Source: an optimization exercise on an open RTL-to-GDS flow (aim: small area and a short achievable clock period). Production flows keep margins and buffers that such runs may drop.
At most, simulation tests tie the RTL to the original design; equivalence was not proved.

==> v14: inputs <==
==> flow/design.v <==
module FullyAssociativeCache #(
  parameter CACHE_SIZE = 16,     
  parameter BLOCK_SIZE = 4,      
  parameter ADDR_WIDTH = 8,      
  parameter DATA_WIDTH = 32      
)(
  input wire clk,                       
  input wire rst,                       
  input wire read,                      
  input wire write,                     
  input wire [ADDR_WIDTH-1:0] addr,      
  input wire [DATA_WIDTH-1:0] write_data,  
  output reg [DATA_WIDTH-1:0] read_data,  
  output reg hit,                       
  output reg dirty_evict,                
  output reg [ADDR_WIDTH-1:0] evict_addr  
);
  localparam OFFSET_WIDTH = $clog2(BLOCK_SIZE);  
  localparam TAG_WIDTH = ADDR_WIDTH - OFFSET_WIDTH;  
  localparam LRU_COUNTER_WIDTH = $clog2(CACHE_SIZE);  
  logic [CACHE_SIZE-1:0][TAG_WIDTH-1:0] cache_tag;           
  logic [CACHE_SIZE-1:0] cache_valid;                        
  logic [CACHE_SIZE-1:0] cache_dirty;                        
  logic [CACHE_SIZE-1:0][LRU_COUNTER_WIDTH-1:0] cache_lru;   
  logic [CACHE_SIZE-1:0][DATA_WIDTH-1:0] cache_data;         
  wire [TAG_WIDTH-1:0] current_tag = addr[ADDR_WIDTH-1:OFFSET_WIDTH];  
  wire [OFFSET_WIDTH-1:0] current_offset = addr[OFFSET_WIDTH-1:0];    
  integer i;  
  logic found;                                    
  integer hit_index;                              
  integer lru_index;                              
  logic [LRU_COUNTER_WIDTH-1:0] max_counter;      
  always @(*) begin
    found = 1'b0;
    hit_index = 0;
    for (i = 0; i < CACHE_SIZE; i = i + 1) begin
      if (!found && cache_valid[i] && (cache_tag[i] == current_tag)) begin
        found = 1'b1;
        hit_index = i;
      end
    end
    lru_index = 0;
    max_counter = cache_lru[0];
    for (i = 1; i < CACHE_SIZE; i = i + 1) begin
      if (cache_lru[i] > max_counter) begin
        max_counter = cache_lru[i];
        lru_index = i;  
      end
    end
  end
  always @(posedge clk or posedge rst) begin
    if (rst) begin
      for (i = 0; i < CACHE_SIZE; i = i + 1) begin
        cache_valid[i] <= 1'b0;          
        cache_dirty[i] <= 1'b0;          
        cache_lru[i] <= LRU_COUNTER_WIDTH'(i);  
        cache_tag[i] <= {TAG_WIDTH{1'b0}};  
        cache_data[i] <= {DATA_WIDTH{1'b0}};  
      end
      hit <= 1'b0;           
      read_data <= {DATA_WIDTH{1'b0}};  
      dirty_evict <= 1'b0;   
      evict_addr <= {ADDR_WIDTH{1'b0}};  
    end else begin
      hit <= 1'b0;
      dirty_evict <= 1'b0;
      evict_addr <= {ADDR_WIDTH{1'b0}};
      if (read || write) begin
        if (found) begin
          hit <= 1'b1;
          if (read) begin
            read_data <= cache_data[hit_index];
          end
          for (i = 0; i < CACHE_SIZE; i = i + 1) begin
            if (i == hit_index) begin
              if (write) begin
                cache_data[i] <= write_data;
                cache_dirty[i] <= 1'b1;
              end
              cache_lru[i] <= {LRU_COUNTER_WIDTH{1'b0}};
            end else if (cache_lru[i] < cache_lru[hit_index]) begin
              cache_lru[i] <= cache_lru[i] + 1'b1;
            end
          end
        end else begin
          if (cache_valid[lru_index] && cache_dirty[lru_index]) begin
            dirty_evict <= 1'b1;  
            evict_addr <= {cache_tag[lru_index], current_offset};  
          end
          for (i = 0; i < CACHE_SIZE; i = i + 1) begin
            if (i == lru_index) begin
              cache_valid[i] <= 1'b1;   
              cache_tag[i] <= current_tag;  
              cache_dirty[i] <= write;  
              if (write) begin
                cache_data[i] <= write_data;
              end else begin
                cache_data[i] <= {DATA_WIDTH{1'b0}};  
              end
              cache_lru[i] <= {LRU_COUNTER_WIDTH{1'b0}};
            end else if (cache_lru[i] < max_counter) begin
              cache_lru[i] <= cache_lru[i] + 1'b1;
            end
          end
          if (read) begin
            read_data <= cache_data[lru_index];
          end
        end
      end
    end
  end
endmodule
==> flow/run.sh <==
#!/bin/bash
# synth_recipe.tcl (not shown) runs the flow's synth.tcl, then flattens the netlist and writes it again
# the make line also repeats each setting of config.mk as NAME=value (left out here)
make -C /OpenROAD-flow-scripts/flow DESIGN_CONFIG=/design/flow/config.mk WORK_HOME=/design/flow/orfs CLKGATE_MAP_FILE= SYNTH_SCRIPT=/design/flow/synth_recipe.tcl finish
==> flow/config.mk <==
export PLATFORM = sky130hd
export DESIGN_NAME = FullyAssociativeCache
export DESIGN_NICKNAME = FullyAssociativeCache
export VERILOG_FILES = /design/flow/design.v
export SDC_FILE = /design/flow/constraint.sdc
export NUM_CORES = 8
export LEC_CHECK = 0
export CAP_MARGIN = 20
export CORE_MARGIN = 2
export CORE_UTILIZATION = 40
export SLEW_MARGIN = 20
==> flow/constraint.sdc <==
create_clock -name core_clock -period 28.0 [get_ports {clk}]
set_input_delay 5.6000 -clock core_clock [delete_from_list [all_inputs] [get_ports {clk}]]
set_output_delay 5.6000 -clock core_clock [all_outputs]
set_load 0.01 [all_outputs]
==> inputs of v38, as changes to v14 <==
==> flow/design.v, changed modules only <==
module FullyAssociativeCache #(
  parameter CACHE_SIZE = 16,
  parameter BLOCK_SIZE = 4,
  parameter ADDR_WIDTH = 8,
  parameter DATA_WIDTH = 32
)(
  input wire clk,
  input wire rst,
  input wire read,
  input wire write,
  input wire [ADDR_WIDTH-1:0] addr,
  input wire [DATA_WIDTH-1:0] write_data,
  output reg [DATA_WIDTH-1:0] read_data,
  output reg hit,
  output reg dirty_evict,
  output reg [ADDR_WIDTH-1:0] evict_addr
);
  localparam OFFSET_WIDTH = $clog2(BLOCK_SIZE);
  localparam TAG_WIDTH = ADDR_WIDTH - OFFSET_WIDTH;
  localparam N = CACHE_SIZE;
  reg [TAG_WIDTH-1:0]  line_tag   [0:N-1];
  reg [DATA_WIDTH-1:0] line_data  [0:N-1];
  reg [N-1:0]          line_dirty;
  reg [N-1:0]          line_valid;
  wire [TAG_WIDTH-1:0] current_tag = addr[ADDR_WIDTH-1:OFFSET_WIDTH];
  wire req = read | write;
  reg [N-1:0] match;
  reg [N-1:0] shift;
  reg found;
  reg [DATA_WIDTH-1:0] hit_data;
  reg hit_dirty;
  integer k;
  always @(*) begin
    for (k = 0; k < N; k = k + 1)
      match[k] = line_valid[k] && (line_tag[k] == current_tag);
    found = |match;
    shift[0] = 1'b0;
    for (k = 1; k < N; k = k + 1)
      shift[k] = shift[k-1] | match[k-1];
    shift = ~shift;
    hit_data = {DATA_WIDTH{1'b0}};
    hit_dirty = 1'b0;
    for (k = 0; k < N; k = k + 1) begin
      hit_data = hit_data | ({DATA_WIDTH{match[k]}} & line_data[k]);
      hit_dirty = hit_dirty | (match[k] & line_dirty[k]);
    end
  end
  always @(posedge clk) begin
    if (req) begin
      line_tag[0]   <= current_tag;
      line_data[0]  <= write ? write_data : hit_data;
      line_dirty[0] <= write | hit_dirty;
      for (k = 1; k < N; k = k + 1) begin
        if (shift[k]) begin
          line_tag[k]   <= line_tag[k-1];
          line_data[k]  <= line_data[k-1];
          line_dirty[k] <= line_dirty[k-1];
        end
      end
    end
  end
  always @(posedge clk or posedge rst) begin
    if (rst) begin
      line_valid <= {N{1'b0}};
    end else if (req && !found) begin
      line_valid <= {line_valid[N-2:0], 1'b1};
    end
  end
  always @(posedge clk or posedge rst) begin
    if (rst) begin
      hit <= 1'b0;
      dirty_evict <= 1'b0;
    end else begin
      hit <= req & found;
      dirty_evict <= req & ~found & line_valid[N-1] & line_dirty[N-1];
    end
  end
  always @(posedge clk) begin
    read_data  <= found ? hit_data
                        : ({DATA_WIDTH{line_valid[N-1]}} & line_data[N-1]);
    evict_addr <= {line_tag[N-1], addr[OFFSET_WIDTH-1:0]};
  end
endmodule
==> qor.yml <==
slew_headroom_pct: 22.8
seq_cells: 746
viasPerCell: 5.76
synthCells: 4785
crit_path_max_incr_delay_ps: 690
clkbuf_count: 119
grt_max_degree: 132
post-synth-top-area-cell: "dfrtp_1"
avgSynthCellArea_um2: 9.10
status: "complete, no violations"
[end of results for v14]
==> qor.yml <==
status: "complete, no violations"
clkbuf_count: 92
final_hold_viol_count: 0
slew_headroom_pct: 41.4
grt_max_degree: 42
post-synth-top-area-cell: "edfxtp_1"
avgSynthCellArea_um2: 19.6
seq_cells: 682
seqCellArea_um2: 20000
crit_path_max_incr_delay_ps: 640
busiest_layer: "met2"
synthCells: 1289
viasPerCell: 5.95
synth_mux_area_share_pct: 2.21
[end of results for v38]


==> trial 35: inputs <==
Another version of the RTL of FullyAssociativeCache (not shown whole).
// FullyAssociativeCache
module FullyAssociativeCache #(
  parameter CACHE_SIZE = 16,
  parameter BLOCK_SIZE = 4,
  parameter ADDR_WIDTH = 8,
  parameter DATA_WIDTH = 32
)(
  input wire clk,
  input wire rst,
  input wire read,
  input wire write,
  input wire [ADDR_WIDTH-1:0] addr,
  input wire [DATA_WIDTH-1:0] write_data,
  output reg [DATA_WIDTH-1:0] read_data,
  output reg hit,
  output reg dirty_evict,
  output reg [ADDR_WIDTH-1:0] evict_addr
);
==> module FullyAssociativeCache, before the edit <==
module FullyAssociativeCache #(
  parameter CACHE_SIZE = 16,
  parameter BLOCK_SIZE = 4,
  parameter ADDR_WIDTH = 8,
  parameter DATA_WIDTH = 32
)(
  input wire clk,
  input wire rst,
  input wire read,
  input wire write,
  input wire [ADDR_WIDTH-1:0] addr,
  input wire [DATA_WIDTH-1:0] write_data,
  output reg [DATA_WIDTH-1:0] read_data,
  output reg hit,
  output reg dirty_evict,
  output reg [ADDR_WIDTH-1:0] evict_addr
);
  localparam OFFSET_WIDTH = $clog2(BLOCK_SIZE);
  localparam TAG_WIDTH = ADDR_WIDTH - OFFSET_WIDTH;
  localparam N = CACHE_SIZE;
  localparam CW = $clog2(CACHE_SIZE) + 1;
  reg [TAG_WIDTH-1:0]  line_tag   [0:N-1];
  reg [DATA_WIDTH-1:0] line_data  [0:N-1];
  reg [N-1:0]          line_dirty;
  reg [CW-1:0]         line_count;    
  wire [TAG_WIDTH-1:0] current_tag = addr[ADDR_WIDTH-1:OFFSET_WIDTH];
  wire req = read | write;
  wire full = line_count[CW-1];
  reg [N-1:0] valid;
  reg [N-1:0] match;      
  reg [N-1:0] sel;        
  wire [N-1:0] load;      
  reg [DATA_WIDTH-1:0] front_data;    
  reg [DATA_WIDTH-1:0] hit_data;
  reg hit_dirty;
  integer k;
  always @(*) begin
    for (k = 0; k < N; k = k + 1) begin
      valid[k] = line_count > k;
      match[k] = req && valid[k] && (line_tag[k] == current_tag);
    end
    sel = match;
    sel[0] = match[0] | ~req;
    front_data = {DATA_WIDTH{1'b0}};
    hit_dirty = 1'b0;
    for (k = 0; k < N - 1; k = k + 1)
      front_data = front_data | ({DATA_WIDTH{sel[k]}} & line_data[k]);
    for (k = 0; k < N; k = k + 1)
      hit_dirty = hit_dirty | (sel[k] & line_dirty[k]);
    hit_data = front_data | ({DATA_WIDTH{match[N-1]}} & line_data[N-1]);
  end
  assign load[0] = 1'b0;
  genvar g;
  generate
    for (g = 1; g < N; g = g + 1) begin : gen_load
      assign load[g] = ~|sel[g-1:0];
    end
  endgenerate
  always @(posedge clk) begin
    if (req)
      line_tag[0] <= current_tag;
    line_data[0]  <= write ? write_data : hit_data;
    line_dirty[0] <= write | hit_dirty;
    for (k = 1; k < N; k = k + 1) begin
      if (load[k]) begin
        line_tag[k]   <= line_tag[k-1];
        line_data[k]  <= line_data[k-1];
        line_dirty[k] <= line_dirty[k-1];
      end
    end
  end
  always @(posedge clk or posedge rst) begin
    if (rst)
      line_count <= {CW{1'b0}};
    else if (req && !(|match) && !full)
      line_count <= line_count + 1'b1;
  end
  always @(posedge clk or posedge rst) begin
    if (rst) begin
      hit <= 1'b0;
      dirty_evict <= 1'b0;
    end else begin
      hit <= |match;
      dirty_evict <= load[N-1] & ~match[N-1] & full & line_dirty[N-1];
    end
  end
  always @(posedge clk) begin
    read_data  <= front_data | ({DATA_WIDTH{load[N-1] & full}} & line_data[N-1]);
    evict_addr <= {line_tag[N-1], addr[OFFSET_WIDTH-1:0]};
  end
endmodule
==> flow/config.mk <==
export PLATFORM = sky130hd
export DESIGN_NAME = FullyAssociativeCache
export DESIGN_NICKNAME = FullyAssociativeCache
export VERILOG_FILES = /design/flow/design.v
export SDC_FILE = /design/flow/constraint.sdc
export NUM_CORES = 8
export LEC_CHECK = 0
export CAP_MARGIN = 20
export CORE_MARGIN = 2
export CORE_UTILIZATION = 60
export SLEW_MARGIN = 20
export TNS_END_PERCENT = 0
==> flow/constraint.sdc <==
create_clock -name core_clock -period 28.0 [get_ports {clk}]
set_input_delay 5.6000 -clock core_clock [delete_from_list [all_inputs] [get_ports {clk}]]
set_output_delay 5.6000 -clock core_clock [all_outputs]
set_load 0.01 [all_outputs]
standard.sh (not shown) runs the stock make flow with config.mk's settings and CLKGATE_MAP_FILE= SYNTH_SCRIPT=/design/flow/synth_recipe.tcl, a recipe that flattens the netlist after the stock synthesis.
==> flow/flow/run.sh <==
#!/bin/bash
# The standard layout (standard.sh, unchanged synthesis), with:
#  - repair_timing asked for extra setup slack, so that it shortens the
#    critical paths (clock period and SDC are unchanged);
#  - port buffers of a fixed small cell (buf_2) rather than the delay cell
#    buffer_ports would otherwise pick;
#  - a clock tree built from clkbuf_16 with larger sink clusters and no dummy
#    loads.
# make's output goes to standard.log; ORFS keeps each step's log in orfs/logs.
set -euo pipefail
CTS="-sink_clustering_enable -repair_clock_nets -sink_clustering_size 30 -sink_clustering_max_diameter 60 -buf_list sky130_fd_sc_hd__clkbuf_16 -dont_use_dummy_load"
bash standard.sh SETUP_SLACK_MARGIN=20.5 "CTS_ARGS=$CTS" \
  "BUFFER_PORTS_ARGS=-buffer_cell sky130_fd_sc_hd__buf_2" finish > standard.log 2>&1
==> trial 76 (differences from trial 35) <==
==> flow/design.v, changed modules only <==
module FullyAssociativeCache #(
  parameter CACHE_SIZE = 16,
  parameter BLOCK_SIZE = 4,
  parameter ADDR_WIDTH = 8,
  parameter DATA_WIDTH = 32
)(
  input wire clk,
  input wire rst,
  input wire read,
  input wire write,
  input wire [ADDR_WIDTH-1:0] addr,
  input wire [DATA_WIDTH-1:0] write_data,
  output reg [DATA_WIDTH-1:0] read_data,
  output reg hit,
  output reg dirty_evict,
  output reg [ADDR_WIDTH-1:0] evict_addr
);
  localparam OFFSET_WIDTH = $clog2(BLOCK_SIZE);
  localparam TAG_WIDTH = ADDR_WIDTH - OFFSET_WIDTH;
  localparam N = CACHE_SIZE;
  reg [TAG_WIDTH-1:0]  line_tag   [0:N-1];
  reg [DATA_WIDTH-1:0] line_data  [0:N-1];
  reg [N-1:0]          line_dirty;
  reg [N-1:0]          line_valid;
  wire [TAG_WIDTH-1:0] current_tag = addr[ADDR_WIDTH-1:OFFSET_WIDTH];
  wire req = read | write;
  reg [N-1:0] match;
  reg [N-1:0] shift;
  reg found;
  reg [DATA_WIDTH-1:0] hit_data;
  reg hit_dirty;
  integer k;
  always @(*) begin
    for (k = 0; k < N; k = k + 1)
      match[k] = line_valid[k] && (line_tag[k] == current_tag);
    found = |match;
    shift[0] = 1'b0;
    for (k = 1; k < N; k = k + 1)
      shift[k] = shift[k-1] | match[k-1];
    shift = ~shift;
    hit_data = {DATA_WIDTH{1'b0}};
    hit_dirty = 1'b0;
    for (k = 0; k < N; k = k + 1) begin
      hit_data = hit_data | ({DATA_WIDTH{match[k]}} & line_data[k]);
      hit_dirty = hit_dirty | (match[k] & line_dirty[k]);
    end
  end
  reg [N-1:0] load;
  always @(*) begin
    load[0] = req;
    for (k = 1; k < N; k = k + 1)
      load[k] = req & shift[k];
  end
  always @(posedge clk) begin
    if (load[0]) begin
      line_tag[0]   <= current_tag;
      line_data[0]  <= write ? write_data : hit_data;
      line_dirty[0] <= write | hit_dirty;
    end
    for (k = 1; k < N; k = k + 1) begin
      if (load[k]) begin
        line_tag[k]   <= line_tag[k-1];
        line_data[k]  <= line_data[k-1];
        line_dirty[k] <= line_dirty[k-1];
      end
    end
  end
  always @(posedge clk or posedge rst) begin
    if (rst) begin
      line_valid <= {N{1'b0}};
    end else if (req && !found) begin
      line_valid <= {line_valid[N-2:0], 1'b1};
    end
  end
  always @(posedge clk or posedge rst) begin
    if (rst) begin
      hit <= 1'b0;
      dirty_evict <= 1'b0;
    end else begin
      hit <= req & found;
      dirty_evict <= req & ~found & line_valid[N-1] & line_dirty[N-1];
    end
  end
  always @(posedge clk) begin
    read_data  <= found ? hit_data
                        : ({DATA_WIDTH{line_valid[N-1]}} & line_data[N-1]);
    evict_addr <= {line_tag[N-1], addr[OFFSET_WIDTH-1:0]};
  end
endmodule
==> flow/run.sh (new file) <==
#!/bin/bash
# synth_recipe.tcl (not shown) runs the flow's synth.tcl, then flattens the netlist and writes it again
# the make line also repeats each setting of config.mk as NAME=value (left out here)
make -C /OpenROAD-flow-scripts/flow DESIGN_CONFIG=/design/flow/config.mk WORK_HOME=/design/flow/orfs CLKGATE_MAP_FILE= SYNTH_SCRIPT=/design/flow/synth_recipe.tcl finish
CORE_UTILIZATION = 40   (was 60)
TNS_END_PERCENT = default   (was 0)
removed: flow/flow/run.sh
removed: flow/standard.sh
==> trial 56 (differences from trial 35) <==
--- a/flow/flow/run.sh
+++ b/flow/flow/run.sh
@@ -6,3 +6,3 @@
 #    buffer_ports would otherwise pick;
-#  - a clock tree built from clkbuf_16 with larger sink clusters and no dummy
+#  - a clock tree built from clkbuf_8 with larger sink clusters and no dummy
 #    loads.
@@ -10,3 +10,3 @@
 set -euo pipefail
-CTS="-sink_clustering_enable -repair_clock_nets -sink_clustering_size 30 -sink_clustering_max_diameter 60 -buf_list sky130_fd_sc_hd__clkbuf_16 -dont_use_dummy_load"
+CTS="-sink_clustering_enable -repair_clock_nets -sink_clustering_size 18 -sink_clustering_max_diameter 45 -buf_list sky130_fd_sc_hd__clkbuf_8 -dont_use_dummy_load"
 bash standard.sh SETUP_SLACK_MARGIN=20.5 "CTS_ARGS=$CTS" \
==> notes <==
- Trial 76 completed with no timing, DRC or antenna violations. Trial 56 finished with timing, DRC and antenna clean. Trial 35 finished clean.
- Between trial 76 and trial 35, the lower synthesized cell count is in trial 76 (gap 9.5%, measured against trial 35).
- Count of clock-buffer cells in the layout, highest first: trial 76, trial 56, trial 35.
- The lowest cell area belongs to trial 56, the highest to trial 76.
- In synthesized area, trial 35 and trial 56 do not differ.
- Of trial 35 and trial 76, trial 76 has the higher final cell count (gap 11%, measured against trial 76).
==> figures <==
quantity	trial 76	trial 56	trial 35
Critical path buffer and inverter count	6	4	6
FF-to-FF setup slack	23.39 ns	24.67 ns	24.58 ns
Resized Gates After CTS	0	33	35
Number of cells after detailed placement	2186	1985	1985
Filler Cells Inserted	5125	2780	2757
Count of cells along the worst register-to-register path	10	6	6
Clock sinks	682	671	671
Outcome	complete, no violations	complete, no violations	complete, no violations
Overall routing resource usage	0.2145	0.3005	0.2989
Fraction of final layout cells sized beyond drive strength 1	0.1614	0.1712	0.1566
Number of buffers inserted by post-CTS setup repair	0	6	6
Number of nets in the synthesized netlist	1332	1472	1472
Cell repeated most along the worst path	sky130_fd_sc_hd__buf_4	sky130_fd_sc_hd__buf_6	sky130_fd_sc_hd__buf_12
XOR/XNOR share of the synthesized area	0.03360	0.03494	0.03494
Largest net degree at the start of global routing	42	68	68
Worst Hold Slack	0.4401 ns	0.4151 ns	0.4115 ns
Complex-gate fraction of the synthesized area	0.1021	0.1097	0.1097
No functional check of the RTL was part of trial 76.

-- what the ideal ports hide --
The results above use ideal ports. As a check the final layouts listed here were re-extracted and re-timed, cells and wires unchanged. Step 1, drivers: a clkbuf_16 drives clk and a buf_2 each remaining input, both assumed. Step 2 times the ports against the registers' clock, not the clock port: input delays grow and output delays shrink by t, the midpoint of the rising clock arrivals with the driver on. Three values: no drivers, after step 1, after step 2; two values: the first two.
run | shift t [ns] | setup slack, ns | latest minus earliest clock arrival (ns)
v14 | 0.741 | 1.340 / 1.340 / 1.340 | 0.034 / 0.034
v38 | 0.637 | 17.896 / 17.922 / 17.286 | 0.022 / 0.021
trial 35 | 0.627 | 20.373 / 20.382 / 19.755 | 0.052 / 0.052
trial 76 | 0.649 | 18.021 / 18.059 / 17.409 | 0.023 / 0.023
trial 56 | 0.731 | 20.467 / 20.481 / 19.750 | 0.074 / 0.074
After both steps every run listed still meets setup and hold. The setup slack of trial 56, which loses most, moves by +0.014 ns with the drivers and by -0.717 ns with both steps.
